This design comes from an exercise in tuning for small area on the open sky130 flow, not from production work.
Where RTL was checked, it was by simulation tests only, not by an equivalence proof against the original.

Setup of main:
## main
module main(in, op, apply, tail, valid, empty, clk, reset);
Size: roughly 0.0049 sq mm of cells after synthesis.
Settings: LEC_CHECK=0, CAP_MARGIN=20, CORE_MARGIN=2, CORE_UTILIZATION=40, SLEW_MARGIN=20; clock period 15.0 ns.
standard.sh (not shown) runs the stock make flow with config.mk's settings and CLKGATE_MAP_FILE= SYNTH_SCRIPT=/design/flow/synth_recipe.tcl, a recipe that flattens the netlist after the stock synthesis.
==> flow/flow/run.sh <==
#!/bin/bash
# The standard layout (standard.sh: ORFS from synthesis to the final layout), with these
# changes, all made through ORFS's own variables:
#  - each port gets a sky130_fd_sc_hd__buf_1 as its buffer (buffer_ports -buffer_cell)
#    instead of the default clkdlybuf4s50_1;
#  - clock tree synthesis builds from clkbuf_4/clkbuf_8 and adds no dummy loads;
#  - after global routing's timing repair, repair_timing -recover_power downsizes gates
#    that have slack to spare (RECOVER_POWER).
# Synthesis is the standard one, unchanged. The make output goes to standard.log in the
# work folder; ORFS's per-step logs stay under orfs/logs/.
set -euo pipefail
bash standard.sh synth > synth.log 2>&1
export BUFFER_PORTS_ARGS="-buffer_cell sky130_fd_sc_hd__buf_1"
export CTS_ARGS="-sink_clustering_enable -repair_clock_nets -dont_use_dummy_load -buf_list {sky130_fd_sc_hd__clkbuf_4 sky130_fd_sc_hd__clkbuf_8}"
export RECOVER_POWER=${RECOVER_POWER_PCT:-100}
bash standard.sh finish > standard.log 2>&1
Input changes introduced in the feature branch (baseline for comparison: main):
--- a/flow/design.v
+++ b/flow/design.v
@@ -4,18 +4,20 @@
     input [2:0] op;
     output [7:0] tail;
     output reg valid;
     output empty;
     reg [7:0] t, f0, f1, f2, f3;
     reg [2:0] sz;
     wire n0  = ~sz[2] & ~sz[0];    
     wire n1  = ~sz[1] &  sz[0];
     wire n2  = ~sz[2] &  sz[1];
+    wire n3  =  sz[2] &  sz[0];
+    wire n4  =  sz[1] & ~sz[0];
     wire n5  =  sz[2] & ~sz[1];
     wire le1 = ~sz[2] & ~sz[1];
     wire le2 = ~sz[2];
     wire le3 = ~sz[2] |  sz[0];
     wire two =  sz[2] |  sz[1];    
     wire [2:0] sz_up = {sz[1:0], ~sz[2]};
     wire [2:0] sz_dn = {~sz[0], sz[2:1]};
     assign tail = t;
     assign empty = n0;
@@ -140,36 +142,36 @@
     assign quo[1] = d1_c[7] & hz[1];
     assign d1_s[0] = 1'b0;   
     assign d1_r[0] = d1_x[0] ^ (quo[1] & a[0]);
     assign d1_r[6:1] = quo[1] ? d1_s[6:1] : d1_x[6:1];
     wire [7:0] d0_x, d0_y, d0_s, d0_r;
     wire [8:0] d0_c;
     assign d0_x = {d1_r, b[0]};
     assign d0_y = ~a[7:0];
     assign d0_c[1] = d0_x[0] | ~a[0];
-    assign d0_s[1] = d0_x[1] ^ d0_y[1] ^ d0_c[1];
-    assign d0_c[2] = (d0_x[1] & d0_y[1]) | (d0_c[1] & (d0_x[1] ^ d0_y[1]));
-    assign d0_s[2] = d0_x[2] ^ d0_y[2] ^ d0_c[2];
-    assign d0_c[3] = (d0_x[2] & d0_y[2]) | (d0_c[2] & (d0_x[2] ^ d0_y[2]));
-    assign d0_s[3] = d0_x[3] ^ d0_y[3] ^ d0_c[3];
-    assign d0_c[4] = (d0_x[3] & d0_y[3]) | (d0_c[3] & (d0_x[3] ^ d0_y[3]));
-    assign d0_s[4] = d0_x[4] ^ d0_y[4] ^ d0_c[4];
-    assign d0_c[5] = (d0_x[4] & d0_y[4]) | (d0_c[4] & (d0_x[4] ^ d0_y[4]));
-    assign d0_s[5] = d0_x[5] ^ d0_y[5] ^ d0_c[5];
-    assign d0_c[6] = (d0_x[5] & d0_y[5]) | (d0_c[5] & (d0_x[5] ^ d0_y[5]));
-    assign d0_s[6] = d0_x[6] ^ d0_y[6] ^ d0_c[6];
-    assign d0_c[7] = (d0_x[6] & d0_y[6]) | (d0_c[6] & (d0_x[6] ^ d0_y[6]));
-    assign d0_s[7] = d0_x[7] ^ d0_y[7] ^ d0_c[7];
-    assign d0_c[8] = (d0_x[7] & d0_y[7]) | (d0_c[7] & (d0_x[7] ^ d0_y[7]));
+    assign d0_c[2] = (d0_x[1] ^ d0_y[1]) ? d0_c[1] : d0_x[1];
+    assign d0_s[1] = 1'b0;   
+    assign d0_c[3] = (d0_x[2] ^ d0_y[2]) ? d0_c[2] : d0_x[2];
+    assign d0_s[2] = 1'b0;   
+    assign d0_c[4] = (d0_x[3] ^ d0_y[3]) ? d0_c[3] : d0_x[3];
+    assign d0_s[3] = 1'b0;   
+    assign d0_c[5] = (d0_x[4] ^ d0_y[4]) ? d0_c[4] : d0_x[4];
+    assign d0_s[4] = 1'b0;   
+    assign d0_c[6] = (d0_x[5] ^ d0_y[5]) ? d0_c[5] : d0_x[5];
+    assign d0_s[5] = 1'b0;   
+    assign d0_c[7] = (d0_x[6] ^ d0_y[6]) ? d0_c[6] : d0_x[6];
+    assign d0_s[6] = 1'b0;   
+    assign d0_c[8] = (d0_x[7] ^ d0_y[7]) ? d0_c[7] : d0_x[7];
+    assign d0_s[7] = 1'b0;   
     assign quo[0] = d0_c[8] & hz[0];
     assign d0_s[0] = 1'b0;   
     assign d0_r[0] = d0_x[0] ^ (quo[0] & a[0]);
-    assign d0_r[7:1] = quo[0] ? d0_s[7:1] : d0_x[7:1];
+    assign d0_r[7:1] = d0_x[7:1] ^ ({7{quo[0]}} & (d0_y[7:1] ^ d0_c[7:1]));
     wire [0:0] m7_r;
     assign m7_r = a[0] & b[7];
     wire [1:0] m6_r;
     wire [1:0] m6_s;
     wire [2:0] m6_c;
     assign m6_s[0] = a[0] & b[6];
     assign m6_c[1] = 1'b0;
     assign m6_s[1] = m7_r[0] ^ (a[1] & b[6]) ^ m6_c[1];
     assign m6_c[2] = (m7_r[0] & (a[1] & b[6])) | (m6_c[1] & (m7_r[0] ^ (a[1] & b[6])));
## What came out
The feature branch finished end to end and its layout was clean on timing, DRC and antenna.
Compared to main, the routing of the feature branch uses less wire.
Share of cell area taken by multi-input logic gates, the feature branch and main, lower one = main.
Relative to main, number of global-route vias before repair has decreased by 96 in the feature branch.
Of the feature branch and main, the lower wire length per cell belongs to the feature branch.
Compared with main, in the feature branch global-route met1 utilization +3.3 points, arrival time at the worst endpoint -170 ps.
Between the feature branch and main, it is the feature branch whose via count is higher, by 80.
Comparing the feature branch and main, minimum setup slack in the final design is higher on the feature branch.
For the multi-input combinational cell count, the feature branch came in 26 higher than main did.
No functional check of the RTL was part of any run of this note.

* * *

== old ==
main, a different RTL version from the one above (not shown whole).
Size: about 0.0047 sq mm of cells after synthesis.
Settings: LEC_CHECK=0, CAP_MARGIN=20, CORE_MARGIN=2, CORE_UTILIZATION=40, SLEW_MARGIN=20; clock period 15.0 ns.
==> flow/flow/run.sh <==
#!/bin/bash
# The standard layout (standard.sh: ORFS from synthesis to the final layout), with these
# changes, all made through ORFS's own variables:
#  - each port gets a sky130_fd_sc_hd__buf_1 as its buffer (buffer_ports -buffer_cell)
#    instead of the default clkdlybuf4s50_1;
#  - clock tree synthesis builds from clkbuf_4/clkbuf_8 and adds no dummy loads.
# Synthesis is the standard one, unchanged. The make output goes to standard.log in the
# work folder; ORFS's per-step logs stay under orfs/logs/.
set -euo pipefail
bash standard.sh synth > synth.log 2>&1
export BUFFER_PORTS_ARGS="-buffer_cell sky130_fd_sc_hd__buf_1"
export CTS_ARGS="-sink_clustering_enable -repair_clock_nets -dont_use_dummy_load -buf_list {sky130_fd_sc_hd__clkbuf_4 sky130_fd_sc_hd__clkbuf_8}"
bash standard.sh finish > standard.log 2>&1
Inputs modified between old and new:
--- a/flow/design.v
+++ b/flow/design.v
@@ -55,30 +55,30 @@
     assign d6_c[2] = (d6_x[1] ^ d6_y[1]) ? d6_c[1] : d6_x[1];
     assign d6_s[1] = 1'b0;   
     assign quo[6] = d6_c[2] & hz[6];
     assign d6_s[0] = 1'b0;   
     assign d6_r[0] = d6_x[0] ^ (quo[6] & a[0]);
     assign d6_r[1:1] = d6_x[1:1] ^ ({1{quo[6]}} & (d6_y[1:1] ^ d6_c[1:1]));
     wire [2:0] d5_x, d5_y, d5_s, d5_r;
     wire [3:0] d5_c;
     assign d5_x = {d6_r, b[5]};
     assign d5_y = ~a[2:0];
     assign d5_c[1] = d5_x[0] | ~a[0];
-    assign d5_s[1] = d5_x[1] ^ d5_y[1] ^ d5_c[1];
-    assign d5_c[2] = (d5_x[1] & d5_y[1]) | (d5_c[1] & (d5_x[1] ^ d5_y[1]));
-    assign d5_s[2] = d5_x[2] ^ d5_y[2] ^ d5_c[2];
-    assign d5_c[3] = (d5_x[2] & d5_y[2]) | (d5_c[2] & (d5_x[2] ^ d5_y[2]));
+    assign d5_c[2] = (d5_x[1] ^ d5_y[1]) ? d5_c[1] : d5_x[1];
+    assign d5_s[1] = 1'b0;   
+    assign d5_c[3] = (d5_x[2] ^ d5_y[2]) ? d5_c[2] : d5_x[2];
+    assign d5_s[2] = 1'b0;   
     assign quo[5] = d5_c[3] & hz[5];
     assign d5_s[0] = 1'b0;   
     assign d5_r[0] = d5_x[0] ^ (quo[5] & a[0]);
-    assign d5_r[2:1] = quo[5] ? d5_s[2:1] : d5_x[2:1];
+    assign d5_r[2:1] = d5_x[2:1] ^ ({2{quo[5]}} & (d5_y[2:1] ^ d5_c[2:1]));
     wire [3:0] d4_x, d4_y, d4_s, d4_r;
     wire [4:0] d4_c;
     assign d4_x = {d5_r, b[4]};
     assign d4_y = ~a[3:0];
     assign d4_c[1] = d4_x[0] | ~a[0];
     assign d4_s[1] = d4_x[1] ^ d4_y[1] ^ d4_c[1];
     assign d4_c[2] = (d4_x[1] & d4_y[1]) | (d4_c[1] & (d4_x[1] ^ d4_y[1]));
     assign d4_s[2] = d4_x[2] ^ d4_y[2] ^ d4_c[2];
     assign d4_c[3] = (d4_x[2] & d4_y[2]) | (d4_c[2] & (d4_x[2] ^ d4_y[2]));
     assign d4_s[3] = d4_x[3] ^ d4_y[3] ^ d4_c[3];
     assign d4_c[4] = (d4_x[3] & d4_y[3]) | (d4_c[3] & (d4_x[3] ^ d4_y[3]));
@@ -281,23 +281,24 @@
     assign as_s[3] = b[3] ^ as_y[3] ^ as_c[3];
     assign as_c[4] = (b[3] & as_y[3]) | (as_c[3] & (b[3] ^ as_y[3]));
     assign as_s[4] = b[4] ^ as_y[4] ^ as_c[4];
     assign as_c[5] = (b[4] & as_y[4]) | (as_c[4] & (b[4] ^ as_y[4]));
     assign as_s[5] = b[5] ^ as_y[5] ^ as_c[5];
     assign as_c[6] = (b[5] & as_y[5]) | (as_c[5] & (b[5] ^ as_y[5]));
     assign as_s[6] = b[6] ^ as_y[6] ^ as_c[6];
     assign as_c[7] = (b[6] & as_y[6]) | (as_c[6] & (b[6] ^ as_y[6]));
     assign as_s[7] = b[7] ^ as_y[7] ^ as_c[7];
     assign as_c[8] = (b[7] & as_y[7]) | (as_c[7] & (b[7] ^ as_y[7]));
     wire [7:0] as = as_s;
-    wire [7:0] res = is_quo ? quo : is_rem ? rem : is_mul ? prod : as;
+    wire is_as = is_add | is_sub;
+    wire [7:0] res = ({8{is_quo}} & quo) | ({8{is_rem}} & rem) | ({8{is_mul}} & prod) | ({8{is_as}} & as);
     wire push = (op == 3'd0);
     wire pop  = (op == 3'd1);
     wire good = push ? ~n5 :
                 pop  ? ~n0 :
                 (op == 3'd7) ? 1'b0 :
                 is_div ? (two & (a != 8'd0)) : two;
     wire ok = apply & good;
     wire [7:0] nv = push ? in : res;
     always @(posedge clk or posedge reset)
         if (reset) begin
             valid <= 1'b1;
## What came out
As far as final-layout setup total negative slack goes, new and old are indistinguishable; the numbers are identical.
old -> new: synthesized area decreased by a few percent
The lower number of logic stages on the critical path including buffering of new and old is in new.
In new the fraction of layout cells with a size suffix above 1 turned out 0.85 points lower than in old.

==> re-timing with driven ports <==
The flow's constraints put no driver on any port. The routed layouts listed below were extracted and timed again, unchanged, in two steps.
Step 1 assumes that a clkbuf_16 drives the clock port and a buf_2 every other input.
Step 2 also shifts input and output timing later by t, the mid clock arrival at the registers, as if the neighbouring blocks saw the same clock.
a / b / c = no drivers / after step 1 / after step 2; a / b = the first two.
run | shift t [ns] | setup WS [ns] | worst setup path at the end | clock arrival spread, ns
main | 0.315 | 0.638 / 0.638 / 0.638 | register to register | 0.021 / 0.021
the feature branch | 0.323 | 0.819 / 0.819 / 0.819 | register to register | 0.016 / 0.015
old | 0.314 | 0.929 / 0.929 / 0.929 | register to register | 0.018 / 0.019
new | 0.315 | 0.941 / 0.941 / 0.941 | register to register | 0.021 / 0.021
After both steps setup and hold are still met in every run listed.
